From an optimization exercise on the open Yosys and OpenROAD flow, aimed at a short achievable clock period and few clock cycles; shortcuts taken in it are not production practice.
At most, simulation tests tie the RTL to the original design; equivalence was not proved.
The RTL of run 1 was laid out without a check of its function.
Power figures rest on the tool's default switching activity, not on a simulated workload.

<file path="flow/config.mk">
export PLATFORM = sky130hd
export DESIGN_NAME = cpu
export DESIGN_NICKNAME = cpu
export VERILOG_FILES = /design/flow/design.v
export SDC_FILE = /design/flow/constraint.sdc
export NUM_CORES = 4
export LEC_CHECK = 0
export CAP_MARGIN = 20
export CORE_MARGIN = 2
export CORE_UTILIZATION = 40
export SETUP_SLACK_MARGIN = 2.7
export SLEW_MARGIN = 20
export SYNTH_HIERARCHICAL = 1
</file>
<file path="flow/constraint.sdc">
create_clock -name core_clock -period 5.0 [get_ports {clock}]
set_input_delay 1.0000 -clock core_clock [delete_from_list [all_inputs] [get_ports {clock}]]
set_output_delay 1.0000 -clock core_clock [all_outputs]
set_load 0.01 [all_outputs]
</file>
<file path="flow/design.v">
`timescale 1ns/10ps
module reg_file(clock,raddr1,rout1,raddr2,rout2,raddr3,rout3,wen,waddr,win);
input           clock;
input   [2:0]   raddr1,raddr2,raddr3;
output  [15:0]  rout1,rout2,rout3;
input           wen;
input   [2:0]   waddr;
input   [15:0]  win;
reg     [15:0]  ram[7:1];
assign rout1 = raddr1 ? ram[raddr1] : 16'd0;
assign rout2 = raddr2 ? ram[raddr2] : 16'd0;
assign rout3 = raddr3 ? ram[raddr3] : 16'd0;
always @(posedge clock)
    if (wen && waddr != 3'd0)
        ram[waddr] <= win;
endmodule
`timescale 1ns/10ps
module fetch_module(clock,resetn,hold,bc,a,off,imem_addr);
input           clock;
input           resetn;
input           hold;
input   [3:0]   bc;
input   [15:0]  a;
input   [15:0]  off;
output  [11:0]  imem_addr;
reg  [12:0] pc;
reg  [12:0] pc2;
wire z     = (a == 16'd0);
wire taken = (bc[0] & z) | (bc[1] & !z) | (bc[2] & !a[15]) | (bc[3] & a[15]);
wire [15:0] tgt, tgt2, pc4, unused0, unused1, unused2;
ks_adder add_t (.a({3'd0, pc}),  .b(off),   .cin(1'b0), .sum(tgt),  .sumn(unused0));
ks_adder add_t2(.a({3'd0, pc2}), .b(off),   .cin(1'b0), .sum(tgt2), .sumn(unused1));
ks_adder add_4 (.a({3'd0, pc2}), .b(16'd2), .cin(1'b0), .sum(pc4),  .sumn(unused2));
assign imem_addr = pc[12:1];
always @(posedge clock or negedge resetn)
if (!resetn) begin
    pc  <= 13'd0;
    pc2 <= 13'd2;
end else begin
    pc  <= taken ? tgt[12:0]  : hold ? pc  : pc2;
    pc2 <= taken ? tgt2[12:0] : hold ? pc2 : pc4[12:0];
end
endmodule
`timescale 1ns/10ps
module decode_module(op,rd,sel,wen,imm);
input  [3:0]  op;
input  [2:0]  rd;
output [10:0] sel;
output        wen;
output        imm;
parameter NOP = 4'd0;
parameter ADD = 4'd1;
parameter SUB = 4'd2;
parameter AND = 4'd3;
parameter OR  = 4'd4;
parameter NOT = 4'd5;
parameter SL  = 4'd6;
parameter SR  = 4'd7;
parameter SRU = 4'd8;
parameter ADDI= 4'd9;
parameter LD  = 4'd10;
parameter ST  = 4'd11;
parameter BR  = 4'd12;
assign sel[0]  = (op == ADD) || (op == ADDI);
assign sel[1]  = (op == SUB);
assign sel[2]  = (op == AND);
assign sel[3]  = (op == OR);
assign sel[4]  = (op == NOT);
assign sel[5]  = (op == SL);
assign sel[6]  = (op == SR);
assign sel[7]  = (op == SRU);
assign sel[8]  = (op == LD);
assign sel[9]  = (op == ST);
assign sel[10] = (op == BR);
assign wen     = (op >= ADD) && (op <= LD) && (rd != 3'd0);
assign imm     = (op == ADDI) || (op == LD) || (op == ST);
endmodule
`timescale 1ns/10ps
module and16(a,b,y);
input  [15:0] a, b;
output [15:0] y;
assign y = a & b;
endmodule
module xor16(a,b,y);
input  [15:0] a, b;
output [15:0] y;
assign y = a ^ b;
endmodule
module xnor16(a,b,y);
input  [15:0] a, b;
output [15:0] y;
assign y = ~(a ^ b);
endmodule
module pfx17(g,p,gl,pl,go,po);
input  [16:0] g, p, gl, pl;
output [16:0] go, po;
assign go = g | (p & gl);
assign po = p & pl;
endmodule
module mux16(s,a,b,y);
input         s;
input  [15:0] a, b;
output [15:0] y;
assign y = s ? b : a;
endmodule
module ks_adder(a,b,cin,sum,sumn);
input  [15:0] a, b;
input         cin;
output [15:0] sum, sumn;
wire [15:0] g, p;
and16 u_g(.a(a), .b(b), .y(g));
xor16 u_p(.a(a), .b(b), .y(p));
wire [16:0] g0 = {g, cin};
wire [16:0] p0 = {p, 1'b0};
wire [16:0] g1, p1, g2, p2, g3, p3, g4, p4;
pfx17 l1(.g(g0), .p(p0), .gl({g0[15:0], 1'b0}),  .pl({p0[15:0], 1'b1}),  .go(g1), .po(p1));
pfx17 l2(.g(g1), .p(p1), .gl({g1[14:0], 2'b0}),  .pl({p1[14:0], 2'b11}), .go(g2), .po(p2));
pfx17 l3(.g(g2), .p(p2), .gl({g2[12:0], 4'b0}),  .pl({p2[12:0], 4'hf}),  .go(g3), .po(p3));
pfx17 l4(.g(g3), .p(p3), .gl({g3[8:0], 8'b0}),   .pl({p3[8:0], 8'hff}),  .go(g4), .po(p4));
xor16  u_s (.a(p), .b(g4[15:0]), .y(sum));
xnor16 u_sn(.a(p), .b(g4[15:0]), .y(sumn));
endmodule
module ao16(sa,sb,c,a,b,y);
input         sa, sb, c;
input  [15:0] a, b;
output [15:0] y;
assign y = ({16{sa}} & a) | ({16{sb}} & b) | {16{c}};
endmodule
module ao16n(sa,sb,c,a,b,y);
input         sa, sb, c;
input  [15:0] a, b;
output [15:0] y;
assign y = ~(({16{sa}} & a) | ({16{sb}} & b) | {16{c}});
endmodule
module shifter(x,s,big,fill,l,r,ln,rn);
input  [15:0] x;
input  [3:0]  s;
input         big;
input         fill;
output [15:0] l, r, ln, rn;
wire [15:0] l1, l2, l3, r1, r2, r3;
mux16 ul1(.s(s[0]), .a(x),  .b({x[14:0], 1'b0}),  .y(l1));
mux16 ul2(.s(s[1]), .a(l1), .b({l1[13:0], 2'b0}), .y(l2));
mux16 ul3(.s(s[2]), .a(l2), .b({l2[11:0], 4'b0}), .y(l3));
mux16 ur1(.s(s[0]), .a(x),  .b({fill, x[15:1]}),        .y(r1));
mux16 ur2(.s(s[1]), .a(r1), .b({{2{fill}}, r1[15:2]}),  .y(r2));
mux16 ur3(.s(s[2]), .a(r2), .b({{4{fill}}, r2[15:4]}),  .y(r3));
wire sa = !s[3] & !big;
wire sb = s[3] & !big;
wire bf = big & fill;
ao16  ul4 (.sa(sa), .sb(sb), .c(1'b0), .a(l3), .b({l3[7:0], 8'b0}), .y(l));
ao16n ul4n(.sa(sa), .sb(sb), .c(1'b0), .a(l3), .b({l3[7:0], 8'b0}), .y(ln));
ao16  ur4 (.sa(sa), .sb(sb), .c(bf), .a(r3), .b({{8{fill}}, r3[15:8]}), .y(r));
ao16n ur4n(.sa(sa), .sb(sb), .c(bf), .a(r3), .b({{8{fill}}, r3[15:8]}), .y(rn));
endmodule
module alu_module(cin,lsel,sra,a,b,xa,xb,xs,sa,sum,sumn,lg,shl,shr,shln,shrn,big,fill);
input         cin;
input  [1:0]  lsel;
input         sra;
input  [15:0] a, b, xa, xb, xs;
input  [3:0]  sa;
output [15:0] sum, sumn, lg, shl, shr, shln, shrn;
output        big, fill;
ks_adder add(.a(a), .b(b), .cin(cin), .sum(sum), .sumn(sumn));
assign lg   = lsel[1] ? (lsel[0] ? ~xa : (xa | xb)) : (xa & xb);
assign big  = |xb[15:4];
assign fill = sra & xs[15];
shifter sh(.x(xs), .s(sa), .big(big), .fill(fill), .l(shl), .r(shr), .ln(shln), .rn(shrn));
endmodule
`timescale 1ns/10ps
module mem_module(clock,resetn,st,base,off,sdata,dmem_addr,dmem_we,dmem_wdata);
input         clock;
input         resetn;
input         st;
input  [15:0] base;
input  [15:0] off;
input  [15:0] sdata;
output [11:0] dmem_addr;
output        dmem_we;
output [15:0] dmem_wdata;
reg    [11:0] dmem_addr;
reg           dmem_we;
reg    [15:0] dmem_wdata;
wire   [12:0] ea = base[12:0] + off[12:0];
always @(posedge clock or negedge resetn)
if (!resetn)
    dmem_we <= 1'b0;
else
    dmem_we <= st;
always @(posedge clock) begin
    dmem_addr  <= ea[12:1];
    dmem_wdata <= sdata;
end
endmodule
`timescale 1ns/10ps
module wb_module(clock,resetn,wen,waddr,wdata,rf_we,rf_waddr,rf_wdata);
input           clock;
input           resetn;
input           wen;
input   [2:0]   waddr;
input   [15:0]  wdata;
output          rf_we;
output  [2:0]   rf_waddr;
output  [15:0]  rf_wdata;
reg         rf_we;
reg  [2:0]  rf_waddr;
reg  [15:0] rf_wdata;
always @(posedge clock or negedge resetn)
if (!resetn)
    rf_we <= 1'b0;
else
    rf_we <= wen;
always @(posedge clock) begin
    rf_waddr <= waddr;
    rf_wdata <= wdata;
end
endmodule
`timescale 1ns/10ps
module fsel3(s0,s1,s2,d0,d1,d2,o,y);
input         s0, s1, s2;
input  [15:0] d0, d1, d2, o;
output [15:0] y;
assign y = ({16{s0}} & d0) | ({16{s1}} & d1) | ({16{s2}} & d2) | o;
endmodule
module fsel6(s0,s1,s2,s3,s4,s5,d0,d1,d2,d3,d4,d5,o,y);
input         s0, s1, s2, s3, s4, s5;
input  [15:0] d0, d1, d2, d3, d4, d5, o;
output [15:0] y;
assign y = ({16{s0}} & d0) | ({16{s1}} & d1) | ({16{s2}} & d2)
         | ({16{s3}} & d3) | ({16{s4}} & d4) | ({16{s5}} & d5) | o;
endmodule
module fwd_detect(rs1,rs2,rd,ex_wen,ex_rd,mem_wen,mem_rd,e1,e2,ed,m1,m2,md);
input  [2:0] rs1, rs2, rd, ex_rd, mem_rd;
input        ex_wen, mem_wen;
output       e1, e2, ed, m1, m2, md;
assign e1 = ex_wen && (ex_rd == rs1);
assign e2 = ex_wen && (ex_rd == rs2);
assign ed = ex_wen && (ex_rd == rd);
assign m1 = mem_wen && (mem_rd == rs1);
assign m2 = mem_wen && (mem_rd == rs2);
assign md = mem_wen && (mem_rd == rd);
endmodule
module cpu(clock,resetn,imem_addr,imem_rdata,dmem_addr,dmem_we,dmem_wdata,dmem_rdata,
           rf_we,rf_waddr,rf_wdata);
input       clock;
input       resetn;
output [11:0] imem_addr;
input  [15:0] imem_rdata;
output [11:0] dmem_addr;
output        dmem_we;
output [15:0] dmem_wdata;
input  [15:0] dmem_rdata;
output        rf_we;
output [2:0]  rf_waddr;
output [15:0] rf_wdata;
wire [15:0] inst = imem_rdata;
wire [3:0]  op   = inst[15:12];
wire [2:0]  rd   = inst[11:9];
wire [2:0]  rs1  = inst[8:6];
wire [2:0]  rs2  = inst[5:3];
wire [15:0] sx   = {{10{inst[5]}}, inst[5:0]};
wire [10:0] dec_sel;
wire        dec_wen;
wire        dec_imm;
decode_module decode(.op(op), .rd(rd), .sel(dec_sel), .wen(dec_wen), .imm(dec_imm));
wire use1     = (op != 4'd0);                                   
wire use2     = (op != 4'd0) && (op <= 4'd8) && (op != 4'd5);   
wire dec_add  = dec_sel[0] | dec_sel[1];                        
wire dec_sh   = |dec_sel[7:5];                                  
wire dec_xa   = (|dec_sel[10:8]) | (|dec_sel[4:2]);              
wire dec_xb   = |dec_sel[7:2];                                  
wire dec_sub  = dec_sel[1];
wire dec_bpos = dec_sel[0] & !dec_imm;                          
reg         ex_wen, ex_ld;
reg  [2:0]  ex_rd;
reg         ex_usum, ex_ulg, ex_ush, ex_shr;    
wire [15:0] ex_sum, ex_sumn, ex_lg, ex_shl, ex_shrv, ex_shln, ex_shrn;
wire        ex_big, ex_fill;
reg         mem_wen, mem_ld;
reg  [2:0]  mem_rd;
reg  [15:0] mem_alu;
wire [15:0] mem_res = mem_ld ? dmem_rdata : mem_alu;
wire [15:0] rf1, rf2, rfd;
reg_file regs(.clock(clock),
              .raddr1(rs1), .rout1(rf1),
              .raddr2(rs2), .rout2(rf2),
              .raddr3(rd),  .rout3(rfd),
              .wen(mem_wen), .waddr(mem_rd), .win(mem_res));
wire e1, e2, ed, m1, m2, md;
fwd_detect fwd(.rs1(rs1), .rs2(rs2), .rd(rd), .ex_wen(ex_wen), .ex_rd(ex_rd),
               .mem_wen(mem_wen), .mem_rd(mem_rd),
               .e1(e1), .e2(e2), .ed(ed), .m1(m1), .m2(m2), .md(md));
wire stall = ex_ld && ((e1 && use1) || (e2 && use2));
wire ex_sl  = ex_ush & !ex_shr;
wire ex_sr  = ex_ush & ex_shr;
wire [15:0] ex_early = {16{ex_ulg}} & ex_lg;
wire [15:0] o1 = e1 ? ex_early : m1 ? mem_res : rf1;
wire [15:0] o2 = e2 ? ex_early : m2 ? mem_res : rf2;
wire late2 = e2 & (ex_usum | ex_sl | ex_sr);
wire [15:0] vd = md ? mem_res : rfd;
wire [15:0] ex_a_n, ex_b_n, ex_xa_n, ex_xb_n, ex_xs_n, ex_sa_n;
fsel3 sel_a (.s0(dec_add & e1 & ex_usum), .s1(dec_add & e1 & ex_sl), .s2(dec_add & e1 & ex_sr),
             .d0(ex_sum), .d1(ex_shl), .d2(ex_shrv),
             .o({16{dec_add}} & o1), .y(ex_a_n));
fsel3 sel_xa(.s0(dec_xa & e1 & ex_usum), .s1(dec_xa & e1 & ex_sl), .s2(dec_xa & e1 & ex_sr),
             .d0(ex_sum), .d1(ex_shl), .d2(ex_shrv),
             .o({16{dec_xa}} & o1), .y(ex_xa_n));
fsel3 sel_xb(.s0(dec_xb & e2 & ex_usum), .s1(dec_xb & e2 & ex_sl), .s2(dec_xb & e2 & ex_sr),
             .d0(ex_sum), .d1(ex_shl), .d2(ex_shrv),
             .o({16{dec_xb}} & o2), .y(ex_xb_n));
fsel3 sel_xs(.s0(dec_sh & e1 & ex_usum), .s1(dec_sh & e1 & ex_sl), .s2(dec_sh & e1 & ex_sr),
             .d0(ex_sum), .d1(ex_shl), .d2(ex_shrv),
             .o({16{dec_sh}} & o1), .y(ex_xs_n));
fsel3 sel_sa(.s0(dec_sh & e2 & ex_usum), .s1(dec_sh & e2 & ex_sl), .s2(dec_sh & e2 & ex_sr),
             .d0(ex_sum), .d1(ex_shl), .d2(ex_shrv),
             .o({16{dec_sh}} & o2), .y(ex_sa_n));
fsel6 sel_b (.s0(dec_bpos & e2 & ex_usum), .s1(dec_bpos & e2 & ex_sl), .s2(dec_bpos & e2 & ex_sr),
             .s3(dec_sub & e2 & ex_usum),  .s4(dec_sub & e2 & ex_sl),  .s5(dec_sub & e2 & ex_sr),
             .d0(ex_sum), .d1(ex_shl), .d2(ex_shrv), .d3(ex_sumn), .d4(ex_shln), .d5(ex_shrn),
             .o(dec_imm ? sx : dec_sub ? (late2 ? 16'd0 : ~o2) : dec_bpos ? o2 : 16'd0), .y(ex_b_n));
reg  [15:0] ex_a, ex_b, ex_xa, ex_xb, ex_xs, ex_s, ex_sx;
reg  [3:0]  ex_sa;
reg  [3:0]  ex_bc;
reg  [1:0]  ex_lsel;
reg         ex_st, ex_cin, ex_sra, ex_sfwd;
always @(posedge clock or negedge resetn)
if (!resetn) begin
    ex_usum <= 1'b0;
    ex_ulg  <= 1'b0;
    ex_ush  <= 1'b0;
    ex_st   <= 1'b0;
    ex_wen  <= 1'b0;
    ex_ld   <= 1'b0;
    ex_rd   <= 3'd0;
    ex_bc   <= 4'd0;
    ex_sfwd <= 1'b0;
end else begin
    ex_usum <= !stall && dec_add;
    ex_ulg  <= !stall && (dec_sel[2] | dec_sel[3] | dec_sel[4]);
    ex_ush  <= !stall && (dec_sel[5] | dec_sel[6] | dec_sel[7]);
    ex_st   <= !stall && dec_sel[9];
    ex_wen  <= !stall && dec_wen;
    ex_ld   <= !stall && dec_sel[8];
    ex_rd   <= rd;
    ex_bc   <= (stall || !dec_sel[10]) ? 4'd0 :
               {rd != 3'd0 && rd != 3'd1 && rd != 3'd3, rd == 3'd1, rd == 3'd3, rd == 3'd0};
    ex_sfwd <= ed;
end
always @(posedge clock) begin
    ex_a    <= ex_a_n;
    ex_b    <= ex_b_n;
    ex_xa   <= ex_xa_n;
    ex_xb   <= ex_xb_n;
    ex_xs   <= ex_xs_n;
    ex_sa   <= ex_sa_n[3:0];
    ex_cin  <= dec_sub;
    ex_s    <= vd;
    ex_sx   <= sx;
    ex_lsel <= {dec_sel[3] | dec_sel[4], dec_sel[4]};
    ex_shr  <= dec_sel[6] | dec_sel[7];
    ex_sra  <= dec_sel[7];
end
alu_module alu(.cin(ex_cin), .lsel(ex_lsel), .sra(ex_sra), .a(ex_a), .b(ex_b), .xs(ex_xs), .sa(ex_sa),
               .xa(ex_xa), .xb(ex_xb), .sum(ex_sum), .sumn(ex_sumn), .lg(ex_lg),
               .shl(ex_shl), .shr(ex_shrv), .shln(ex_shln), .shrn(ex_shrn),
               .big(ex_big), .fill(ex_fill));
wire [15:0] alu_res;
fsel3 sel_m(.s0(ex_usum), .s1(ex_sl), .s2(ex_sr), .d0(ex_sum), .d1(ex_shl), .d2(ex_shrv),
            .o(ex_early), .y(alu_res));
mem_module mem(.clock(clock), .resetn(resetn), .st(ex_st), .base(ex_xa), .off(ex_sx),
               .sdata(ex_sfwd ? mem_res : ex_s),
               .dmem_addr(dmem_addr), .dmem_we(dmem_we), .dmem_wdata(dmem_wdata));
fetch_module fetch(.clock(clock), .resetn(resetn), .hold(stall), .bc(ex_bc),
                   .a(ex_xa), .off(ex_sx), .imem_addr(imem_addr));
always @(posedge clock or negedge resetn)
if (!resetn) begin
    mem_wen <= 1'b0;
    mem_ld  <= 1'b0;
    mem_rd  <= 3'd0;
end else begin
    mem_wen <= ex_wen;
    mem_ld  <= ex_ld;
    mem_rd  <= ex_rd;
end
always @(posedge clock)
    mem_alu <= alu_res;
wb_module wb(.clock(clock), .resetn(resetn), .wen(mem_wen), .waddr(mem_rd), .wdata(mem_res),
             .rf_we(rf_we), .rf_waddr(rf_waddr), .rf_wdata(rf_wdata));
endmodule
</file>
<file path="flow/run.sh">
#!/bin/bash
# synth_recipe.tcl (not shown) runs the flow's synth.tcl, then flattens the netlist and writes it again
# the make line also repeats each setting of config.mk as NAME=value (left out here)
make -C /OpenROAD-flow-scripts/flow DESIGN_CONFIG=/design/flow/config.mk WORK_HOME=/design/flow/orfs CLKGATE_MAP_FILE= SYNTH_SCRIPT=/design/flow/synth_recipe.tcl finish
</file>
==> metrics.md, run 1 <==
| Metric | Value |
|---|---|
| Pwr Density | `about 360 nW/um^2` |
| CP Data Required Time | `~5.5 ns` |
| Non-Filler Instances | `3587` |
| # Max-Cap Violations | `0` |
| Clock power share | `approximately 29%` |
| Switching share of power | `35.36%` |
| Clk latency of the worst-skew pair | `approximately 0.59 ns` |
| Post-layout minimum cycle time | `2.639 ns` |
| Syn avg cell area | `~10 sq um` |
| CP arrival | `about 3.1 ns` |
| Row count | `91` |
| Root Buffer | `clkbuf_16` |
| Initial antenna violation count | `0` |
| Core ar. | `a little over 60000 sq um` |
| Clk_skew | `~0.050 ns` |
| DRC errors left | `0` |
| Final hold slack | `0.3490 ns` |
| Ant. Diodes | `0` |
| Largest net degree at the start of global routing | `55` |
| Seq pwr share | `32.2%` |
| Starting Density | `just over 40%` |
| Crit path max fanout | `5` |
| Die area | `64920 sq um` |
| Area added between synthesis and finish | `19.86%` |
| Residual overflow from global routing | `0` |
| Worst hold path cell count | `0` |
| F_max | `~380 MHz` |
| Setup crit start kind | `flip-flop` |
| Clk pin slew, worst setup/hold paths | `roughly 0.060 ns` |
| Placed Cells | `3404` |
| Total negative setup slack | `0 ns` |
| Most frequent cells in the layout | `and2_1 (231), a21o_1 (223), a21oi_1 (208)` |
| Leakage | `0.01374 uW` |
| Endpoint class of the critical path | `flip-flop` |
| DRT iter0 DRCs | `2405` |
| Vias in the first global route | `21090` |
| Slew Limit Fails | `0` |
| Share of cells above drive strength 1 | `29.35%` |
| Total GRT Usage | `26.90%` |
| Outcome | `timing/DRC/antenna clean` |
| WL/cell | `24.78 um` |
| First-pass GRT wire length | `around 130000 um` |
| Int Power | `7066 uW` |
| GPL Wtd Cong | `between 0.9 and 1` |
| RSZ-0062 raised after global routing | `yes` |
| Worst reg2reg startpoint | `ex_sa[0]$_DFF_P_` |
| Reg2reg path depth | `7` |
| HP Class | `reg2reg` |
| Synthesized instance count | `2430` |
| I/O Pins | `95` |
| DRT Pass-1 Iters | `7` |
| Layout fillers | `~5800` |
| Final layout net count | `2764` |
| Longest Clk Path Bufs | `3` |
| PortBufs | `between 90 and 100` |
| Vias | `21320` |
| CTS Buf Count | `41` |
| Peak supply drop | `between 0.0002 and 0.00025 V` |
| DP Worst Slack | `just over 0.8 ns` |
| Final design utilization | `48.69%` |
| Most common cell after layout, fill and taps aside | `and2_1` |
| Worst flop-to-flop path endpoint | `ex_b[7]$_DFF_P_` |
| FF+latch area | `8054 sq um` |
| Sw Pwr | `3865 uW` |
| H-tree levels | `2` |
| Hold_sp | `ex_st$_DFF_PN0_` |
| CP Class | `reg2reg` |
| Count of final hold-check violations | `0` |
| Crit share post-route | `a little over half` |
| Worst reg2reg setup slack | `2.36 ns` |
| Multi-input combinational cell area | `17020 sq um` |
| TritonCTS clock tree | `built` |
| Synth Cell Area | `25160 sq um` |
| Synth warn | `11` |
| CTS Sinks | `~330` |
| DIE HEIGHT | `254.8 um` |
| Post-DP HPWL | `around 63000 um` |
| Final setup margin | `2.361 ns` |
| Worst relative slew slack | `40.28%` |
| Final wirelength | `88870 um` |
| Final setup fails | `0` |
| Worst slew pin tran | `0.8958 ns` |
| Via-to-Cell Ratio | `5.944` |
| Hold endpoint | `mem.dmem_we$_DFF_PN0_` |
| Antenna viol nets, final | `0` |
| Die W | `254.8 um` |
| Logic gate share of total power | `38.9%` |
worst max-delay path by stage:
stage / from / to / slack [ns] / cells after the start
final: ex_sa[0]$_DFF_P_ / ex_b[7]$_DFF_P_ / 2.36 / 7
after global routing: ex_sa[0]$_DFF_P_ / ex_b[4]$_DFF_P_ / 2.34 / 8
after detailed placement: imem_rdata[5] / ex_b[11]$_DFF_P_ / 0.82 / 10
after floorplan: imem_rdata[6] / fetch.pc2[10]$_DFFE_PN0P_ / 2.06 / 10
after global placement: imem_rdata[5] / ex_b[11]$_DFF_P_ / 0.82 / 10
after CTS: ex_sa[0]$_DFF_P_ / ex_b[7]$_DFF_P_ / 2.41 / 7
per-stage QoR:
| stage | cell area (sq um) | total power (uW) |
|---|---|---|
| floorplan | 26230 | 6456 |
| global placement | 26850 | 7446 |
| detailed placement | 26850 | 7503 |
| CTS | 29780 | 10840 |
| global route | 30160 | 11460 |
| finish | 30160 | 10930 |
flip-flops by register name, indices dropped and copies added, names as in the netlist, 2 cells and up:
register / count
ex_lsel: 2
regs.ram: 112
wb.rf_wdata: 16
wb.rf_waddr: 3
fetch.pc: 13
mem_alu: 16
ex_a: 16
mem.dmem_wdata: 16
ex_bc: 4
ex_sa: 4
mem_rd: 3
ex_xs: 16
ex_s: 16
fetch.pc2: 13
ex_xa: 16
ex_rd: 3
ex_b: 16
mem.dmem_addr: 12
ex_xb: 16
ex_sx: 6
critical path: stages (launching register included):
cell and delay, ns:
dfxtp_4 0.45, buf_6 0.15, mux2_4 0.30, mux2_2 0.28, mux2_4 0.30, a221o_2 0.39
a222oi_1 0.53, nand3_1 0.14
power by group through the flow:
stage | sequential (uW) | clock [uW] | combinational [uW]
floorplan | 3440 | 0 | 3010
global placement | 3590 | 0 | 3850
detailed placement | 3600 | 0 | 3910
CTS | 3520 | 3200 | 4120
global route | 3550 | 3320 | 4590
finish | 3520 | 3160 | 4250
layout make-up:
type	count	area share, %
inverter	24	0.2987
clock buffer	56	4.041
multi-input combinational	2061	56.42
sequential	333	26.71
clock inverter	19	0.7426
tap	837	3.473
timing repair buffer	257	8.318
timing repair:
action,4_1_cts,5_1_grt
gates resized for setup,267,64
hold buffers,0,0
buffers inserted,87,11
pin swaps,69,37
setup endpoints to repair,242,133
cloned,10,0
routing by layer:
layer  part of all wire, %  wire [um]  vias up  global-route usage, %
li1                      -          -     9564                      -
met5                     0          0        -                      0
met3                   7.7       6816      214                  4.246
met4                   4.5       4003        0                  11.40
met2                    45      40040     1007                  42.80
met1                    43      38010    10535                  36.21
==> run 2, diff against run 1 <==
--- a/flow/design.v
+++ b/flow/design.v
@@ -120,52 +120,60 @@
 xor16  u_s (.a(p), .b(g4[15:0]), .y(sum));
 xnor16 u_sn(.a(p), .b(g4[15:0]), .y(sumn));
 endmodule
-module ao16(sa,sb,c,a,b,y);
+module mux16i(s,a,b,y);
+input         s;
+input  [15:0] a, b;
+output [15:0] y;
+assign y = ~(s ? b : a);
+endmodule
+module ao16i(sa,sb,c,a,b,y);
 input         sa, sb, c;
 input  [15:0] a, b;
 output [15:0] y;
-assign y = ({16{sa}} & a) | ({16{sb}} & b) | {16{c}};
+assign y = ({16{sa}} & ~a) | ({16{sb}} & ~b) | {16{c}};
 endmodule
-module ao16n(sa,sb,c,a,b,y);
+module ao16in(sa,sb,c,a,b,y);
 input         sa, sb, c;
 input  [15:0] a, b;
 output [15:0] y;
-assign y = ~(({16{sa}} & a) | ({16{sb}} & b) | {16{c}});
+assign y = ~(({16{sa}} & ~a) | ({16{sb}} & ~b) | {16{c}});
 endmodule
-module shifter(x,s,big,fill,l,r,ln,rn);
-input  [15:0] x;
-input  [3:0]  s;
+module shifter(xl,xr,sl,sr,big,fill,l,r,ln,rn);
+input  [15:0] xl, xr;
+input  [3:0]  sl, sr;
 input         big;
 input         fill;
 output [15:0] l, r, ln, rn;
-wire [15:0] l1, l2, l3, r1, r2, r3;
-mux16 ul1(.s(s[0]), .a(x),  .b({x[14:0], 1'b0}),  .y(l1));
-mux16 ul2(.s(s[1]), .a(l1), .b({l1[13:0], 2'b0}), .y(l2));
-mux16 ul3(.s(s[2]), .a(l2), .b({l2[11:0], 4'b0}), .y(l3));
-mux16 ur1(.s(s[0]), .a(x),  .b({fill, x[15:1]}),        .y(r1));
-mux16 ur2(.s(s[1]), .a(r1), .b({{2{fill}}, r1[15:2]}),  .y(r2));
-mux16 ur3(.s(s[2]), .a(r2), .b({{4{fill}}, r2[15:4]}),  .y(r3));
-wire sa = !s[3] & !big;
-wire sb = s[3] & !big;
+wire [15:0] l1n, l2, l3n, r1n, r2, r3n;
+mux16i ul1(.s(sl[0]), .a(xl),  .b({xl[14:0], 1'b0}),   .y(l1n));
+mux16i ul2(.s(sl[1]), .a(l1n), .b({l1n[13:0], 2'b11}), .y(l2));
+mux16i ul3(.s(sl[2]), .a(l2),  .b({l2[11:0], 4'b0}),   .y(l3n));
+mux16i ur1(.s(sr[0]), .a(xr),  .b({fill, xr[15:1]}),         .y(r1n));
+mux16i ur2(.s(sr[1]), .a(r1n), .b({{2{!fill}}, r1n[15:2]}),  .y(r2));
+mux16i ur3(.s(sr[2]), .a(r2),  .b({{4{fill}}, r2[15:4]}),    .y(r3n));
+wire la = !sl[3] & !big;
+wire lb = sl[3] & !big;
+wire ra = !sr[3] & !big;
+wire rb = sr[3] & !big;
 wire bf = big & fill;
-ao16  ul4 (.sa(sa), .sb(sb), .c(1'b0), .a(l3), .b({l3[7:0], 8'b0}), .y(l));
-ao16n ul4n(.sa(sa), .sb(sb), .c(1'b0), .a(l3), .b({l3[7:0], 8'b0}), .y(ln));
-ao16  ur4 (.sa(sa), .sb(sb), .c(bf), .a(r3), .b({{8{fill}}, r3[15:8]}), .y(r));
-ao16n ur4n(.sa(sa), .sb(sb), .c(bf), .a(r3), .b({{8{fill}}, r3[15:8]}), .y(rn));
+ao16i  ul4 (.sa(la), .sb(lb), .c(1'b0), .a(l3n), .b({l3n[7:0], 8'hff}), .y(l));
+ao16in ul4n(.sa(la), .sb(lb), .c(1'b0), .a(l3n), .b({l3n[7:0], 8'hff}), .y(ln));
+ao16i  ur4 (.sa(ra), .sb(rb), .c(bf), .a(r3n), .b({{8{!fill}}, r3n[15:8]}), .y(r));
+ao16in ur4n(.sa(ra), .sb(rb), .c(bf), .a(r3n), .b({{8{!fill}}, r3n[15:8]}), .y(rn));
 endmodule
-module alu_module(cin,lsel,sra,a,b,xa,xb,xs,sa,sum,sumn,lg,shl,shr,shln,shrn,big,fill);
+module alu_module(cin,lsel,sra,a,b,xa,xb,xl,xr,sal,sar,sum,sumn,lg,shl,shr,shln,shrn,big,fill);
 input         cin;
 input  [1:0]  lsel;
 input         sra;
-input  [15:0] a, b, xa, xb, xs;
-input  [3:0]  sa;
+input  [15:0] a, b, xa, xb, xl, xr;
+input  [3:0]  sal, sar;
 output [15:0] sum, sumn, lg, shl, shr, shln, shrn;
 output        big, fill;
 ks_adder add(.a(a), .b(b), .cin(cin), .sum(sum), .sumn(sumn));
 assign lg   = lsel[1] ? (lsel[0] ? ~xa : (xa | xb)) : (xa & xb);
 assign big  = |xb[15:4];
-assign fill = sra & xs[15];
-shifter sh(.x(xs), .s(sa), .big(big), .fill(fill), .l(shl), .r(shr), .ln(shln), .rn(shrn));
+assign fill = sra & xr[15];
+shifter sh(.xl(xl), .xr(xr), .sl(sal), .sr(sar), .big(big), .fill(fill), .l(shl), .r(shr), .ln(shln), .rn(shrn));
 endmodule
 `timescale 1ns/10ps
 module mem_module(clock,resetn,st,base,off,sdata,dmem_addr,dmem_we,dmem_wdata);
@@ -216,18 +224,52 @@
 end
 endmodule
 `timescale 1ns/10ps
+module aoi22_16(s0,s1,d0,d1,y);
+input         s0, s1;
+input  [15:0] d0, d1;
+output [15:0] y;
+assign y = ~(({16{s0}} & d0) | ({16{s1}} & d1));
+endmodule
+module aoi21_16(s,d,o,y);
+input         s;
+input  [15:0] d, o;
+output [15:0] y;
+assign y = ~(({16{s}} & d) | o);
+endmodule
+module nand2_16(a,b,y);
+input  [15:0] a, b;
+output [15:0] y;
+assign y = ~(a & b);
+endmodule
+module nand4_16(a,b,c,d,y);
+input  [15:0] a, b, c, d;
+output [15:0] y;
+assign y = ~(a & b & c & d);
+endmodule
+module inv16(a,y);
+input  [15:0] a;
+output [15:0] y;
+assign y = ~a;
+endmodule
 module fsel3(s0,s1,s2,d0,d1,d2,o,y);
 input         s0, s1, s2;
 input  [15:0] d0, d1, d2, o;
 output [15:0] y;
-assign y = ({16{s0}} & d0) | ({16{s1}} & d1) | ({16{s2}} & d2) | o;
+wire   [15:0] n1, n2;
+aoi22_16 u1(.s0(s0), .s1(s1), .d0(d0), .d1(d1), .y(n1));
+aoi21_16 u2(.s(s2), .d(d2), .o(o), .y(n2));
+nand2_16 u3(.a(n1), .b(n2), .y(y));
 endmodule
 module fsel6(s0,s1,s2,s3,s4,s5,d0,d1,d2,d3,d4,d5,o,y);
 input         s0, s1, s2, s3, s4, s5;
 input  [15:0] d0, d1, d2, d3, d4, d5, o;
 output [15:0] y;
-assign y = ({16{s0}} & d0) | ({16{s1}} & d1) | ({16{s2}} & d2)
-         | ({16{s3}} & d3) | ({16{s4}} & d4) | ({16{s5}} & d5) | o;
+wire   [15:0] n1, n2, n3, n4;
+aoi22_16 u1(.s0(s0), .s1(s1), .d0(d0), .d1(d1), .y(n1));
+aoi22_16 u2(.s0(s2), .s1(s3), .d0(d2), .d1(d3), .y(n2));
+aoi22_16 u3(.s0(s4), .s1(s5), .d0(d4), .d1(d5), .y(n3));
+inv16    u4(.a(o), .y(n4));
+nand4_16 u5(.a(n1), .b(n2), .c(n3), .d(n4), .y(y));
 endmodule
 module fwd_detect(rs1,rs2,rd,ex_wen,ex_rd,mem_wen,mem_rd,e1,e2,ed,m1,m2,md);
 input  [2:0] rs1, rs2, rd, ex_rd, mem_rd;
@@ -266,7 +308,8 @@
 wire use1     = (op != 4'd0);                                   
 wire use2     = (op != 4'd0) && (op <= 4'd8) && (op != 4'd5);   
 wire dec_add  = dec_sel[0] | dec_sel[1];                        
-wire dec_sh   = |dec_sel[7:5];                                  
+wire dec_shl  = dec_sel[5];                                     
+wire dec_shr  = dec_sel[6] | dec_sel[7];                        
 wire dec_xa   = (|dec_sel[10:8]) | (|dec_sel[4:2]);              
 wire dec_xb   = |dec_sel[7:2];                                  
 wire dec_sub  = dec_sel[1];
@@ -298,7 +341,7 @@
 wire [15:0] o2 = e2 ? ex_early : m2 ? mem_res : rf2;
 wire late2 = e2 & (ex_usum | ex_sl | ex_sr);
 wire [15:0] vd = md ? mem_res : rfd;
-wire [15:0] ex_a_n, ex_b_n, ex_xa_n, ex_xb_n, ex_xs_n, ex_sa_n;
+wire [15:0] ex_a_n, ex_b_n, ex_xa_n, ex_xb_n, ex_xl_n, ex_xr_n, ex_sl_n, ex_sr_n;
 fsel3 sel_a (.s0(dec_add & e1 & ex_usum), .s1(dec_add & e1 & ex_sl), .s2(dec_add & e1 & ex_sr),
              .d0(ex_sum), .d1(ex_shl), .d2(ex_shrv),
              .o({16{dec_add}} & o1), .y(ex_a_n));
@@ -308,18 +351,24 @@
 fsel3 sel_xb(.s0(dec_xb & e2 & ex_usum), .s1(dec_xb & e2 & ex_sl), .s2(dec_xb & e2 & ex_sr),
              .d0(ex_sum), .d1(ex_shl), .d2(ex_shrv),
              .o({16{dec_xb}} & o2), .y(ex_xb_n));
-fsel3 sel_xs(.s0(dec_sh & e1 & ex_usum), .s1(dec_sh & e1 & ex_sl), .s2(dec_sh & e1 & ex_sr),
+fsel3 sel_xl(.s0(dec_shl & e1 & ex_usum), .s1(dec_shl & e1 & ex_sl), .s2(dec_shl & e1 & ex_sr),
+             .d0(ex_sum), .d1(ex_shl), .d2(ex_shrv),
+             .o({16{dec_shl}} & o1), .y(ex_xl_n));
+fsel3 sel_xr(.s0(dec_shr & e1 & ex_usum), .s1(dec_shr & e1 & ex_sl), .s2(dec_shr & e1 & ex_sr),
+             .d0(ex_sum), .d1(ex_shl), .d2(ex_shrv),
+             .o({16{dec_shr}} & o1), .y(ex_xr_n));
+fsel3 sel_sl(.s0(dec_shl & e2 & ex_usum), .s1(dec_shl & e2 & ex_sl), .s2(dec_shl & e2 & ex_sr),
              .d0(ex_sum), .d1(ex_shl), .d2(ex_shrv),
-             .o({16{dec_sh}} & o1), .y(ex_xs_n));
-fsel3 sel_sa(.s0(dec_sh & e2 & ex_usum), .s1(dec_sh & e2 & ex_sl), .s2(dec_sh & e2 & ex_sr),
+             .o({16{dec_shl}} & o2), .y(ex_sl_n));
+fsel3 sel_sr(.s0(dec_shr & e2 & ex_usum), .s1(dec_shr & e2 & ex_sl), .s2(dec_shr & e2 & ex_sr),
              .d0(ex_sum), .d1(ex_shl), .d2(ex_shrv),
-             .o({16{dec_sh}} & o2), .y(ex_sa_n));
+             .o({16{dec_shr}} & o2), .y(ex_sr_n));
 fsel6 sel_b (.s0(dec_bpos & e2 & ex_usum), .s1(dec_bpos & e2 & ex_sl), .s2(dec_bpos & e2 & ex_sr),
              .s3(dec_sub & e2 & ex_usum),  .s4(dec_sub & e2 & ex_sl),  .s5(dec_sub & e2 & ex_sr),
              .d0(ex_sum), .d1(ex_shl), .d2(ex_shrv), .d3(ex_sumn), .d4(ex_shln), .d5(ex_shrn),
              .o(dec_imm ? sx : dec_sub ? (late2 ? 16'd0 : ~o2) : dec_bpos ? o2 : 16'd0), .y(ex_b_n));
-reg  [15:0] ex_a, ex_b, ex_xa, ex_xb, ex_xs, ex_s, ex_sx;
-reg  [3:0]  ex_sa;
+reg  [15:0] ex_a, ex_b, ex_xa, ex_xb, ex_xl, ex_xr, ex_s, ex_sx;
+reg  [3:0]  ex_sal, ex_sar;
 reg  [3:0]  ex_bc;
 reg  [1:0]  ex_lsel;
 reg         ex_st, ex_cin, ex_sra, ex_sfwd;
@@ -351,8 +400,10 @@
     ex_b    <= ex_b_n;
     ex_xa   <= ex_xa_n;
     ex_xb   <= ex_xb_n;
-    ex_xs   <= ex_xs_n;
-    ex_sa   <= ex_sa_n[3:0];
+    ex_xl   <= ex_xl_n;
+    ex_xr   <= ex_xr_n;
+    ex_sal  <= ex_sl_n[3:0];
+    ex_sar  <= ex_sr_n[3:0];
     ex_cin  <= dec_sub;
     ex_s    <= vd;
     ex_sx   <= sx;
@@ -360,7 +411,7 @@
     ex_shr  <= dec_sel[6] | dec_sel[7];
     ex_sra  <= dec_sel[7];
 end
-alu_module alu(.cin(ex_cin), .lsel(ex_lsel), .sra(ex_sra), .a(ex_a), .b(ex_b), .xs(ex_xs), .sa(ex_sa),
+alu_module alu(.cin(ex_cin), .lsel(ex_lsel), .sra(ex_sra), .a(ex_a), .b(ex_b), .xl(ex_xl), .xr(ex_xr), .sal(ex_sal), .sar(ex_sar),
                .xa(ex_xa), .xb(ex_xb), .sum(ex_sum), .sumn(ex_sumn), .lg(ex_lg),
                .shl(ex_shl), .shr(ex_shrv), .shln(ex_shln), .shrn(ex_shrn),
                .big(ex_big), .fill(ex_fill));
--- a/flow/config.mk
+++ b/flow/config.mk
@@ -8,6 +8,6 @@
 export CAP_MARGIN = 20
 export CORE_MARGIN = 2
 export CORE_UTILIZATION = 40
-export SETUP_SLACK_MARGIN = 2.7
+export SETUP_SLACK_MARGIN = 3.1
 export SLEW_MARGIN = 20
 export SYNTH_HIERARCHICAL = 1
==> metrics.md, run 2 <==
| Metric | Value |
|---|---|
| CP Data Required Time | `5.47 ns (was 5.45 ns)` |
| WL/cell | `26.82 um (was 24.78 um)` |
| Post-layout minimum cycle time | `2.440 ns (was 2.639 ns)` |
| Synthesized instance count | `2702 (was 2430)` |
| Synth Cell Area | `27450 sq um (was 25160 sq um)` |
| CP arrival | `2.91 ns (was 3.09 ns)` |
| Most common cell after layout, fill and taps aside | `buf_4 (was and2_1)` |
| Die W | `266.0 um (was 254.8 um)` |
| DRT iter0 DRCs | `2780 (was 2405)` |
| I/O Pins | `95 (unchanged)` |
| Initial antenna violation count | `1 (was 0)` |
| GPL Wtd Cong | `0.9652 (was 0.9470)` |
| Setup crit start kind | `flip-flop (unchanged)` |
| Count of final hold-check violations | `0 (unchanged)` |
| Reg2reg path depth | `10 (was 7)` |
| Crit share post-route | `48.79% (was 52.78%)` |
| CP cell instances | `buf_12 > mux2i_4 > mux2i_4 > mux2i_2 > buf_4 > buf_6 > inv_4 > a221o_2 > a22oi_1 > nand4_1 (was buf_6 > mux2_4 > mux2_2 > mux2_4 > a221o_2 > a222oi_1 > nand3_1)` |
| Cell mode on critical path | `mux2i_4 (was mux2_4)` |
| Final layout net count | `3239 (was 2764)` |
| Longest Clk Path Bufs | `3 (unchanged)` |
| Worst relative slew slack | `44.13% (was 40.28%)` |
| Clk pin slew, worst setup/hold paths | `0.06 ns (about the same)` |
| Ant. Diodes | `0 (unchanged)` |
| DRT Pass-1 Iters | `9 (was 7)` |
| Max reg flops | `112 (unchanged)` |
| Crit path max fanout | `7 (was 5)` |
| CP max stage cell | `a221o_2 (was a222oi_1)` |
| First-pass GRT wire length | `159700 um (was 132300 um)` |
| Core ar. | `68230 sq um (was 61940 sq um)` |
| Row count | `96 (was 91)` |
| H-tree levels | `2 (unchanged)` |
| Syn avg cell area | `10.16 sq um (was 10.35 sq um)` |
| CTS Buf Count | `43 (was 41)` |
| # Max-Cap Violations | `0 (unchanged)` |
| Post-DP HPWL | `68520 um (was 62930 um)` |
| CTS Sinks | `353 (was 333)` |
| CP Class | `reg2reg (unchanged)` |
| F_max | `409.9 MHz (was 378.9 MHz)` |
| TritonCTS clock tree | `built (unchanged)` |
| Starting Density | `40.24% (was 40.62%)` |
| Top cell family by delay on the critical path | `multiplexers (was compound AO/OA/AOI/OAI gates)` |
| Area added between synthesis and finish | `37.60% (was 19.86%)` |
| Top reg by flops | `regs.ram (unchanged)` |
| Total GRT Usage | `30.07% (was 26.90%)` |
| Antenna viol nets, final | `0 (unchanged)` |
| Final hold slack | `0.3601 ns (was 0.3490 ns)` |
| Clk_skew | `0.02337 ns (was 0.04952 ns)` |
| Final setup fails | `0 (unchanged)` |
| Max stage delay on crit path | `0.44 ns (was 0.53 ns)` |
| Worst slew pin tran | `0.8342 ns (was 0.8958 ns)` |
| Outcome | `timing/DRC/antenna clean (unchanged)` |
| WP depth | `10 (was 7)` |
| Endpoint class of the critical path | `flip-flop (unchanged)` |
| Via-to-Cell Ratio | `6.029 (was 5.944)` |
| DIE HEIGHT | `266.0 um (was 254.8 um)` |
| Total negative setup slack | `0 ns (unchanged)` |
| Clk latency of the worst-skew pair | `0.61 ns (was 0.59 ns)` |
| Residual overflow from global routing | `0 (unchanged)` |
| Most frequent cells in the layout | `buf_4 (247), and2_1 (226), a21o_1 (215) (was and2_1 (231), a21o_1 (223), a21oi_1 (208))` |
| Non-Filler Instances | `4110 (was 3587)` |
| Root Buffer | `clkbuf_16 (unchanged)` |
| PortBufs | `94 (unchanged)` |
| Buffers and inverters on the worst path | `4 (was 1)` |
| Leakage | `0.01696 uW (was 0.01374 uW)` |
| Largest net degree at the start of global routing | `56 (was 55)` |
| Slew Limit Fails | `0 (unchanged)` |
| Peak supply drop | `0.0002464 V (was 0.0002056 V)` |
| RSZ-0062 raised after global routing | `yes (unchanged)` |
| Die area | `70740 sq um (was 64920 sq um)` |
| Final wirelength | `110200 um (was 88870 um)` |
| Pwr Density | `326.1 nW/um^2 (was 362.5 nW/um^2)` |
| HP Class | `in2async (was reg2reg)` |
| Vias | `24778 (was 21320)` |
| DRC errors left | `0 (unchanged)` |
| Placed Cells | `3700 (was 3404)` |
| Share of cells above drive strength 1 | `45.45% (was 29.35%)` |
| Synth warn | `11 (unchanged)` |
| Vias in the first global route | `24485 (was 21090)` |
run 2: cell types whose count changed in the layout (fill, tap and decap cells not counted), sizes merged, moves of 20 or more:
cell	change
a22oi	+52
buf	+269
dfxtp	+20
inv	+148
mux2	-96
mux2i	+96
nand2	+20
dlygate4sd2	-56
run 2: worst reg2reg max path, cell delays in order, from the launching register on:
cell     delay, ns
dfxtp_4       0.37
buf_12        0.16
mux2i_4       0.36
mux2i_4       0.12
mux2i_2       0.21
buf_4         0.17
buf_6         0.11
inv_4         0.04
a221o_2       0.44
a22oi_1       0.24
nand4_1       0.10
run 2: metrics by stage:
step	instance area [sq um]	setup WS, ns	util [%]	power (uW)
finish	37770	2.560	55.37	12320
global route	37770	2.545	55.37	12810
CTS	36520	2.717	53.52	12030
detailed placement	29290	0.7856	42.94	7744
global placement	29280	0.8522	42.92	7681
floorplan	28950	2.139	-	6640
run 2: area by class of cell:
type | instances | area (sq um)
sequential | 353 | 8544
tap | 882 | 1104
fill | 5632 | 30450
multi-input combinational | 2156 | 20950
inverter | 170 | 653.1
clock buffer | 55 | 1161
clock inverter | 25 | 341.6
timing repair buffer | 469 | 5025
run 2: metal layers:
metal  track usage [%]  wire (um)  vias to the layer above
met5                 0          0                        -
met4             15.75       6494                        0
met3             4.279       9373                      356
met2             49.02      50720                     1425
met1             38.68      43660                    12218
li1                  -          -                    10779
run 2: worst paths after layout:
| path | start | to | slack [ns] |
|---|---|---|---|
| hold reg to reg | ex_st$_DFF_PN0_ | mem.dmem_we$_DFF_PN0_ | 0.38 |
| setup / recovery | ex_sar[0]$_DFF_P_ | ex_b[2]$_DFF_P_ | 2.56 |
| max in group asynchronous | resetn | mem_ld$_DFF_PN0_ | 3.85 |
| hold / removal | resetn | fetch.pc[11]$_DFFE_PN0P_ | 0.36 |
| min in group core_clock | ex_st$_DFF_PN0_ | mem.dmem_we$_DFF_PN0_ | 0.38 |
| setup reg to reg | ex_sar[0]$_DFF_P_ | ex_b[2]$_DFF_P_ | 2.56 |
run 2: what timing repair did:
item                       CTS  global route
gates resized for setup    972           185
pin swaps                  215           119
cloned                      32             3
setup endpoints to repair  338           218
hold buffers                 0             0
buffers inserted           252            43
run 2: power by group:
group	leakage, uW	internal, uW	switching [uW]
sequential	0.00321	3320	329
combinational	0.0130	2580	2710
clock	0.000734	1980	1400
Testbench counts of run 2, summed over its fixed seeds: cycles 41,155.
==> run 3, diff against run 2 <==
--- a/flow/config.mk
+++ b/flow/config.mk
@@ -8,6 +8,6 @@
 export CAP_MARGIN = 20
 export CORE_MARGIN = 2
 export CORE_UTILIZATION = 40
-export SETUP_SLACK_MARGIN = 3.1
+export SETUP_SLACK_MARGIN = 2.9
 export SLEW_MARGIN = 20
 export SYNTH_HIERARCHICAL = 1
==> metrics.md, run 3 <==
| Metric | Value |
|---|---|
| HP Class | `reg2reg (was in2async)` |
| Die W | `266.0 um (unchanged)` |
| CP Class | `in2reg (was reg2reg)` |
| Core ar. | `68230 sq um (unchanged)` |
| Outcome | `timing/DRC/antenna clean (unchanged)` |
| Vias | `24467 (was 24778)` |
| Max reg flops | `112 (unchanged)` |
| CP cell instances | `buf_16 > buf_12 > mux2_4 > a221oi_4 > a221oi_2 > a222oi_1 > buf_4 > mux2i_4 > inv_1 > nand4_1 (was buf_12 > mux2i_4 > mux2i_4 > mux2i_2 > buf_4 > buf_6 > inv_4 > a221o_2 > a22oi_1 > nand4_1)` |
| Worst hold path cell count | `0` |
| Total GRT Usage | `29.03% (was 30.07%)` |
| Area added between synthesis and finish | `33.80% (was 37.60%)` |
| Largest net degree at the start of global routing | `59 (was 56)` |
| Final setup margin | `2.522 ns (was 2.560 ns)` |
| Crit path max fanout | `6 (was 7)` |
| Total negative setup slack | `0 ns (unchanged)` |
| WL/cell | `26.40 um (was 26.82 um)` |
| First-pass GRT wire length | `154300 um (was 159700 um)` |
| Synth Cell Area | `27450 sq um (unchanged)` |
| Synth warn | `11 (unchanged)` |
| # Max-Cap Violations | `0 (unchanged)` |
| RSZ-0062 raised after global routing | `yes (unchanged)` |
| Worst reg2reg setup slack | `2.58 ns (was 2.56 ns)` |
| Top reg by flops | `regs.ram (unchanged)` |
| Post-layout minimum cycle time | `2.478 ns (was 2.440 ns)` |
| Slew Limit Fails | `0 (unchanged)` |
| Worst reg2reg startpoint | `ex_sal[0]$_DFF_P_ (was ex_sar[0]$_DFF_P_)` |
| Endpoint class of the critical path | `flip-flop (unchanged)` |
| DRC errors left | `0 (unchanged)` |
| Leakage | `0.01668 uW (was 0.01696 uW)` |
| CP max stage cell | `a222oi_1 (was a221o_2)` |
| Final layout net count | `3209 (was 3239)` |
| Clk latency of the worst-skew pair | `0.60 ns (was 0.61 ns)` |
| Max stage delay on crit path | `0.34 ns (was 0.44 ns)` |
| Share of cells above drive strength 1 | `41.78% (was 45.45%)` |
| Longest Clk Path Bufs | `3 (unchanged)` |
| Post-DP HPWL | `67590 um (was 68520 um)` |
| Worst relative slew slack | `52.72% (was 44.13%)` |
| CTS Sinks | `353 (unchanged)` |
| Die area | `70740 sq um (unchanged)` |
| Via-to-Cell Ratio | `5.995 (was 6.029)` |
| Clk pin slew, worst setup/hold paths | `0.06 ns (about the same)` |
| Root Buffer | `clkbuf_16 (unchanged)` |
| Most common cell after layout, fill and taps aside | `and2_1 (was buf_4)` |
| Vias in the first global route | `24098 (was 24485)` |
| Clk_skew | `0.02307 ns (was 0.02337 ns)` |
| CTS Buf Count | `44 (was 43)` |
| CP Data Required Time | `5.53 ns (was 5.47 ns)` |
| Syn avg cell area | `10.16 sq um (unchanged)` |
| Hold endpoint | `mem.dmem_we$_DFF_PN0_` |
| PortBufs | `94 (unchanged)` |
| Hold_sp | `ex_st$_DFF_PN0_` |
| DP Worst Slack | `1.114 ns (was 0.7856 ns)` |
| I/O Pins | `95 (unchanged)` |
| Row count | `96 (unchanged)` |
| Crit share post-route | `49.55% (was 48.79%)` |
| Most frequent cells in the layout | `and2_1 (230), a21o_1 (218), buf_4 (218) (was buf_4 (247), and2_1 (226), a21o_1 (215))` |
| GPL Wtd Cong | `0.9540 (was 0.9652)` |
| Initial antenna violation count | `3 (was 1)` |
| Worst flop-to-flop path endpoint | `ex_b[15]$_DFF_P_ (was ex_b[2]$_DFF_P_)` |
| Pwr Density | `331.7 nW/um^2 (was 326.1 nW/um^2)` |
| Starting Density | `40.24% (unchanged)` |
| DRT Pass-1 Iters | `8 (was 9)` |
| Count of final hold-check violations | `0 (unchanged)` |
| DRT iter0 DRCs | `2775 (was 2780)` |
| Final wirelength | `107700 um (was 110200 um)` |
| Synthesized instance count | `2702 (unchanged)` |
| TritonCTS clock tree | `built (unchanged)` |
| Setup crit start kind | `primary input (was flip-flop)` |
| CP arrival | `3.01 ns (was 2.91 ns)` |
| Antenna viol nets, final | `0 (unchanged)` |
| Residual overflow from global routing | `0 (unchanged)` |
| H-tree levels | `2 (unchanged)` |
| DIE HEIGHT | `266.0 um (unchanged)` |
| Final setup fails | `0 (unchanged)` |
| Worst slew pin tran | `0.7092 ns (was 0.8342 ns)` |
| Peak supply drop | `0.0002346 V (was 0.0002464 V)` |
| Reg2reg path depth | `10 (unchanged)` |
| F_max | `403.6 MHz (was 409.9 MHz)` |
[run 3: worst max path at each step]
stage                         from                        end  slack [ns]
global route         imem_rdata[3]            ex_b[3]$_DFF_P_        2.47
global placement     imem_rdata[5]            ex_b[5]$_DFF_P_        0.89
CTS                  imem_rdata[3]            ex_b[1]$_DFF_P_        2.69
detailed placement  imem_rdata[12]           ex_b[15]$_DFF_P_        1.11
finish               imem_rdata[3]            ex_b[3]$_DFF_P_        2.52
floorplan           imem_rdata[12]  fetch.pc2[10]$_DFFE_PN0P_        2.14
[run 3: per-layer routing]
metal / share of wire (%) / vias to the layer above / global-route usage, %
met4: 6.2 / 0 / 14.94
met3: 9.7 / 405 / 5.508
met2: 45 / 1416 / 45.97
met5: 0 / - / 0
met1: 40 / 11919 / 37.69
li1: - / 10727 / -
[run 3: where the power goes]
part	total [uW]	internal, uW	switching (uW)
Clock	3430	2050	1380
Combinational	5090	2470	2620
Sequential	3660	3320	341
[run 3: timing repair]
| item | in CTS | in global routing |
|---|---|---|
| gates cloned | 27 | 3 |
| setup buffers | 202 | 53 |
| hold buffers | 0 | 0 |
| resized for setup | 759 | 210 |
| endpoints found under the setup margin | 246 | 178 |
| pin swaps | 141 | 110 |
[run 3: area by class of cell]
type	instances	area, sq um
Antenna cell	1	2.502
Clock buffer	60	1272
Clock inverter	21	270.3
Fill cell	5771	31490
Inverter	170	661.9
Multi-Input combinational cell	2156	20300
Sequential cell	353	8518
Tap cell	882	1104
Timing Repair Buffer	438	4606
[run 3: worst max-delay path: cells and delay by family]
kind	cells	cell delay [ns]
muxes	2	0.59
buffers and inverters	4	0.57
AOI/OAI and AO/OA	3	0.74
and+or+nand+nor	1	0.09
[run 3: per-stage QoR]
step | power (uW) | cell area (sq um) | util, % | hold slack [ns] | instances
6_report | 12180 | 36730 | 53.84 | 0.3744 | 4081
5_1_grt | 12680 | 36730 | 53.83 | 0.3892 | 4080
4_1_cts | 11830 | 35120 | 51.47 | 0.3698 | 4024
3_5_place_dp | 7719 | 29240 | 42.86 | 0.3517 | 3714
3_3_place_gp | 7671 | 29220 | 42.83 | 0.3584 | 3713
2_1_floorplan | 6620 | 28760 | - | 0.3312 | 2858
==> run 4, diff against run 3 <==
--- a/flow/design.v
+++ b/flow/design.v
@@ -103,10 +103,10 @@
 output [15:0] y;
 assign y = s ? b : a;
 endmodule
-module ks_adder(a,b,cin,sum,sumn);
+module ks_adder(a,b,cin,sum,sum2,sumn);
 input  [15:0] a, b;
 input         cin;
-output [15:0] sum, sumn;
+output [15:0] sum, sum2, sumn;
 wire [15:0] g, p;
 and16 u_g(.a(a), .b(b), .y(g));
 xor16 u_p(.a(a), .b(b), .y(p));
@@ -118,6 +118,7 @@
 pfx17 l3(.g(g2), .p(p2), .gl({g2[12:0], 4'b0}),  .pl({p2[12:0], 4'hf}),  .go(g3), .po(p3));
 pfx17 l4(.g(g3), .p(p3), .gl({g3[8:0], 8'b0}),   .pl({p3[8:0], 8'hff}),  .go(g4), .po(p4));
 xor16  u_s (.a(p), .b(g4[15:0]), .y(sum));
+xor16  u_s2(.a(p), .b(g4[15:0]), .y(sum2));
 xnor16 u_sn(.a(p), .b(g4[15:0]), .y(sumn));
 endmodule
 module mux16i(s,a,b,y);
@@ -138,12 +139,12 @@
 output [15:0] y;
 assign y = ~(({16{sa}} & ~a) | ({16{sb}} & ~b) | {16{c}});
 endmodule
-module shifter(xl,xr,sl,sr,big,fill,l,r,ln,rn);
+module shifter(xl,xr,sl,sr,big,fill,l,r,lc,rc,ln,rn);
 input  [15:0] xl, xr;
 input  [3:0]  sl, sr;
 input         big;
 input         fill;
-output [15:0] l, r, ln, rn;
+output [15:0] l, r, lc, rc, ln, rn;
 wire [15:0] l1n, l2, l3n, r1n, r2, r3n;
 mux16i ul1(.s(sl[0]), .a(xl),  .b({xl[14:0], 1'b0}),   .y(l1n));
 mux16i ul2(.s(sl[1]), .a(l1n), .b({l1n[13:0], 2'b11}), .y(l2));
@@ -157,23 +158,25 @@
 wire rb = sr[3] & !big;
 wire bf = big & fill;
 ao16i  ul4 (.sa(la), .sb(lb), .c(1'b0), .a(l3n), .b({l3n[7:0], 8'hff}), .y(l));
+ao16i  ul4b(.sa(la), .sb(lb), .c(1'b0), .a(l3n), .b({l3n[7:0], 8'hff}), .y(lc));
 ao16in ul4n(.sa(la), .sb(lb), .c(1'b0), .a(l3n), .b({l3n[7:0], 8'hff}), .y(ln));
 ao16i  ur4 (.sa(ra), .sb(rb), .c(bf), .a(r3n), .b({{8{!fill}}, r3n[15:8]}), .y(r));
+ao16i  ur4b(.sa(ra), .sb(rb), .c(bf), .a(r3n), .b({{8{!fill}}, r3n[15:8]}), .y(rc));
 ao16in ur4n(.sa(ra), .sb(rb), .c(bf), .a(r3n), .b({{8{!fill}}, r3n[15:8]}), .y(rn));
 endmodule
-module alu_module(cin,lsel,sra,a,b,xa,xb,xl,xr,sal,sar,sum,sumn,lg,shl,shr,shln,shrn,big,fill);
+module alu_module(cin,lsel,sra,a,b,xa,xb,xl,xr,sal,sar,sum,sum2,sumn,lg,shl,shr,shl2,shr2,shln,shrn,big,fill);
 input         cin;
 input  [1:0]  lsel;
 input         sra;
 input  [15:0] a, b, xa, xb, xl, xr;
 input  [3:0]  sal, sar;
-output [15:0] sum, sumn, lg, shl, shr, shln, shrn;
+output [15:0] sum, sum2, sumn, lg, shl, shr, shl2, shr2, shln, shrn;
 output        big, fill;
-ks_adder add(.a(a), .b(b), .cin(cin), .sum(sum), .sumn(sumn));
+ks_adder add(.a(a), .b(b), .cin(cin), .sum(sum), .sum2(sum2), .sumn(sumn));
 assign lg   = lsel[1] ? (lsel[0] ? ~xa : (xa | xb)) : (xa & xb);
 assign big  = |xb[15:4];
 assign fill = sra & xr[15];
-shifter sh(.xl(xl), .xr(xr), .sl(sal), .sr(sar), .big(big), .fill(fill), .l(shl), .r(shr), .ln(shln), .rn(shrn));
+shifter sh(.xl(xl), .xr(xr), .sl(sal), .sr(sar), .big(big), .fill(fill), .l(shl), .r(shr), .lc(shl2), .rc(shr2), .ln(shln), .rn(shrn));
 endmodule
 `timescale 1ns/10ps
 module mem_module(clock,resetn,st,base,off,sdata,dmem_addr,dmem_we,dmem_wdata);
@@ -317,6 +320,7 @@
 reg         ex_wen, ex_ld;
 reg  [2:0]  ex_rd;
 reg         ex_usum, ex_ulg, ex_ush, ex_shr;    
+wire [15:0] ex_sum2, ex_shl2, ex_shrv2;
 wire [15:0] ex_sum, ex_sumn, ex_lg, ex_shl, ex_shrv, ex_shln, ex_shrn;
 wire        ex_big, ex_fill;
 reg         mem_wen, mem_ld;
@@ -352,16 +356,16 @@
              .d0(ex_sum), .d1(ex_shl), .d2(ex_shrv),
              .o({16{dec_xb}} & o2), .y(ex_xb_n));
 fsel3 sel_xl(.s0(dec_shl & e1 & ex_usum), .s1(dec_shl & e1 & ex_sl), .s2(dec_shl & e1 & ex_sr),
-             .d0(ex_sum), .d1(ex_shl), .d2(ex_shrv),
+             .d0(ex_sum2), .d1(ex_shl2), .d2(ex_shrv2),
              .o({16{dec_shl}} & o1), .y(ex_xl_n));
 fsel3 sel_xr(.s0(dec_shr & e1 & ex_usum), .s1(dec_shr & e1 & ex_sl), .s2(dec_shr & e1 & ex_sr),
-             .d0(ex_sum), .d1(ex_shl), .d2(ex_shrv),
+             .d0(ex_sum2), .d1(ex_shl2), .d2(ex_shrv2),
              .o({16{dec_shr}} & o1), .y(ex_xr_n));
 fsel3 sel_sl(.s0(dec_shl & e2 & ex_usum), .s1(dec_shl & e2 & ex_sl), .s2(dec_shl & e2 & ex_sr),
-             .d0(ex_sum), .d1(ex_shl), .d2(ex_shrv),
+             .d0(ex_sum2), .d1(ex_shl2), .d2(ex_shrv2),
              .o({16{dec_shl}} & o2), .y(ex_sl_n));
 fsel3 sel_sr(.s0(dec_shr & e2 & ex_usum), .s1(dec_shr & e2 & ex_sl), .s2(dec_shr & e2 & ex_sr),
-             .d0(ex_sum), .d1(ex_shl), .d2(ex_shrv),
+             .d0(ex_sum2), .d1(ex_shl2), .d2(ex_shrv2),
              .o({16{dec_shr}} & o2), .y(ex_sr_n));
 fsel6 sel_b (.s0(dec_bpos & e2 & ex_usum), .s1(dec_bpos & e2 & ex_sl), .s2(dec_bpos & e2 & ex_sr),
              .s3(dec_sub & e2 & ex_usum),  .s4(dec_sub & e2 & ex_sl),  .s5(dec_sub & e2 & ex_sr),
@@ -412,8 +416,8 @@
     ex_sra  <= dec_sel[7];
 end
 alu_module alu(.cin(ex_cin), .lsel(ex_lsel), .sra(ex_sra), .a(ex_a), .b(ex_b), .xl(ex_xl), .xr(ex_xr), .sal(ex_sal), .sar(ex_sar),
-               .xa(ex_xa), .xb(ex_xb), .sum(ex_sum), .sumn(ex_sumn), .lg(ex_lg),
-               .shl(ex_shl), .shr(ex_shrv), .shln(ex_shln), .shrn(ex_shrn),
+               .xa(ex_xa), .xb(ex_xb), .sum(ex_sum), .sum2(ex_sum2), .sumn(ex_sumn), .lg(ex_lg),
+               .shl(ex_shl), .shr(ex_shrv), .shl2(ex_shl2), .shr2(ex_shrv2), .shln(ex_shln), .shrn(ex_shrn),
                .big(ex_big), .fill(ex_fill));
 wire [15:0] alu_res;
 fsel3 sel_m(.s0(ex_usum), .s1(ex_sl), .s2(ex_sr), .d0(ex_sum), .d1(ex_shl), .d2(ex_shrv),
==> metrics.md, run 4 <==
| Metric | Value |
|---|---|
| Outcome | `timing/DRC/antenna clean (unchanged)` |
| Int Power | `7750 uW (was 7845 uW)` |
| Seq pwr share | `30.1% (was 30.0%)` |
| Reg2reg path depth | `9 (was 10)` |
| Peak supply drop | `0.0002348 V (was 0.0002346 V)` |
| CP cell instances | `buf_12 > buf_6 > mux2i_4 > mux2i_1 > mux2i_2 > inv_1 > a221o_2 > a22oi_2 > nand2_2 (was buf_16 > buf_12 > mux2_4 > a221oi_4 > a221oi_2 > a222oi_1 > buf_4 > mux2i_4 > inv_1 > nand4_1)` |
| Top reg by flops | `regs.ram (unchanged)` |
| Setup crit start kind | `flip-flop (was primary input)` |
| Clk pin slew, worst setup/hold paths | `0.06 ns (about the same)` |
| Total GRT Usage | `30.53% (was 29.03%)` |
| RSZ-0062 raised after global routing | `yes (unchanged)` |
| Worst reg2reg startpoint | `ex_sal[0]$_DFF_P_ (unchanged)` |
| CTS Buf Count | `44 (unchanged)` |
| DRT iter0 DRCs | `2561 (was 2775)` |
| Vias | `25075 (was 24467)` |
| Synthesized instance count | `2824 (was 2702)` |
| Most common cell after layout, fill and taps aside | `and2_1 (unchanged)` |
| First-pass GRT wire length | `167100 um (was 154300 um)` |
| Root Buffer | `clkbuf_16 (unchanged)` |
| Initial antenna violation count | `4 (was 3)` |
| Area added between synthesis and finish | `36.12% (was 33.80%)` |
| HP Class | `in2async (was reg2reg)` |
| Antenna viol nets, final | `0 (unchanged)` |
| Post-DP HPWL | `77150 um (was 67590 um)` |
| Count of final hold-check violations | `0 (unchanged)` |
| Core ar. | `70030 sq um (was 68230 sq um)` |
| Die area | `72820 sq um (was 70740 sq um)` |
| Endpoint class of the critical path | `flip-flop (unchanged)` |
| Share of cells above drive strength 1 | `43.65% (was 41.78%)` |
| Max reg flops | `112 (unchanged)` |
| Final wirelength | `114800 um (was 107700 um)` |
| Synth warn | `11 (unchanged)` |
| CTS Sinks | `353 (unchanged)` |
| Slew Limit Fails | `0 (unchanged)` |
| Vias in the first global route | `24774 (was 24098)` |
| WL/cell | `26.92 um (was 26.40 um)` |
| # Max-Cap Violations | `0 (unchanged)` |
| DRT Pass-1 Iters | `8 (unchanged)` |
| Final hold slack | `0.2843 ns (was 0.3744 ns)` |
| Via-to-Cell Ratio | `5.879 (was 5.995)` |
| PortBufs | `94 (unchanged)` |
| Worst reg2reg setup slack | `2.46 ns (was 2.58 ns)` |
| GPL Wtd Cong | `1.003 (was 0.9540)` |
| Sw Pwr | `4452 uW (was 4338 uW)` |
| DRC errors left | `0 (unchanged)` |
| Synth Cell Area | `28270 sq um (was 27450 sq um)` |
| Worst slew pin tran | `0.6764 ns (was 0.7092 ns)` |
| Syn avg cell area | `10.01 sq um (was 10.16 sq um)` |
| Final design utilization | `54.95% (was 53.84%)` |
-- run 4: worst max-delay path by stage --
stage	to	from	slack (ns)	depth (start not counted)
after floorplan	fetch.pc2[10]$_DFFE_PN0P_	imem_rdata[12]	2.14	8
after global placement	ex_xa[12]$_DFF_P_	imem_rdata[15]	0.78	9
after detailed placement	ex_xa[12]$_DFF_P_	imem_rdata[15]	0.72	9
after CTS	ex_b[8]$_DFF_P_	imem_rdata[3]	2.55	11
after global routing	ex_b[3]$_DFF_P_	ex_sal[0]$_DFF_P_	2.44	9
final	mem_alu[13]$_DFF_P_	ex_sal[0]$_DFF_P_	2.46	9
-- run 4: power groups by stage --
stage | registers [uW] | clock network [uW] | logic, uW
floorplan | 3600 | 0 | 3090
global placement | 3710 | 0 | 4090
detailed placement | 3720 | 0 | 4120
CTS | 3670 | 3390 | 4900
global route | 3720 | 3510 | 5490
finish | 3680 | 3350 | 5170
-- run 4: layout make-up --
cell class | instances | area [sq um]
antenna | 1 | 2.502
timing repair buffer | 443 | 4463
multi-input combinational | 2213 | 21910
timing repair inverter | 1 | 5.005
fill | 6014 | 31550
clock buffer | 62 | 1282
clock inverter | 18 | 236.5
inverter | 234 | 908.4
sequential | 353 | 8496
tap | 940 | 1176
-- run 4: metrics by stage --
stage	area [sq um]	setup WS, ns	power, uW	cells
2_1_floorplan	29660	2.139	6691	2995
3_3_place_gp	30180	0.7797	7803	3909
3_5_place_dp	30180	0.7213	7845	3909
4_1_cts	37480	2.548	11970	4221
5_1_grt	38480	2.441	12720	4264
6_report	38480	2.461	12200	4265
-- run 4: critical path, delay by kind of cell (launching register included) --
| family | cells | cell delay, ns |
|---|---|---|
| multiplexers | 3 | 0.69 |
| AO/OA/AOI/OAI | 2 | 0.72 |
| flip-flops | 1 | 0.48 |
| AND/OR/NAND/NOR | 1 | 0.15 |
| buffers and inverters | 3 | 0.41 |
-- run 4: routing by layer --
metal  routed length, um  GRT usage [%]  up-vias
met2               51620          48.29     1280
met5                   0              0        -
met3                9290          5.974      337
met1               47090          39.62    12388
met4                6814          15.58        0
li1                    -              -    11070
-- run 4: repair_timing --
item | CTS | global route
cloned | 19 | 0
gates resized for setup | 1061 | 132
endpoints found under the setup margin | 254 | 181
pin swaps | 186 | 103
hold buffers | 0 | 0
buffers inserted | 213 | 43
Testbench counts of run 4, summed over its fixed seeds: cycles 41,155.

Re-timed with assumed drivers on the ports (clkbuf_16 on the clock, buf_2 on other inputs), run 4 has 2.461 ns of setup slack against 2.461 ns with ideal ports, and 1.851 ns once port delays also move by the mid clock arrival of 0.657 ns.
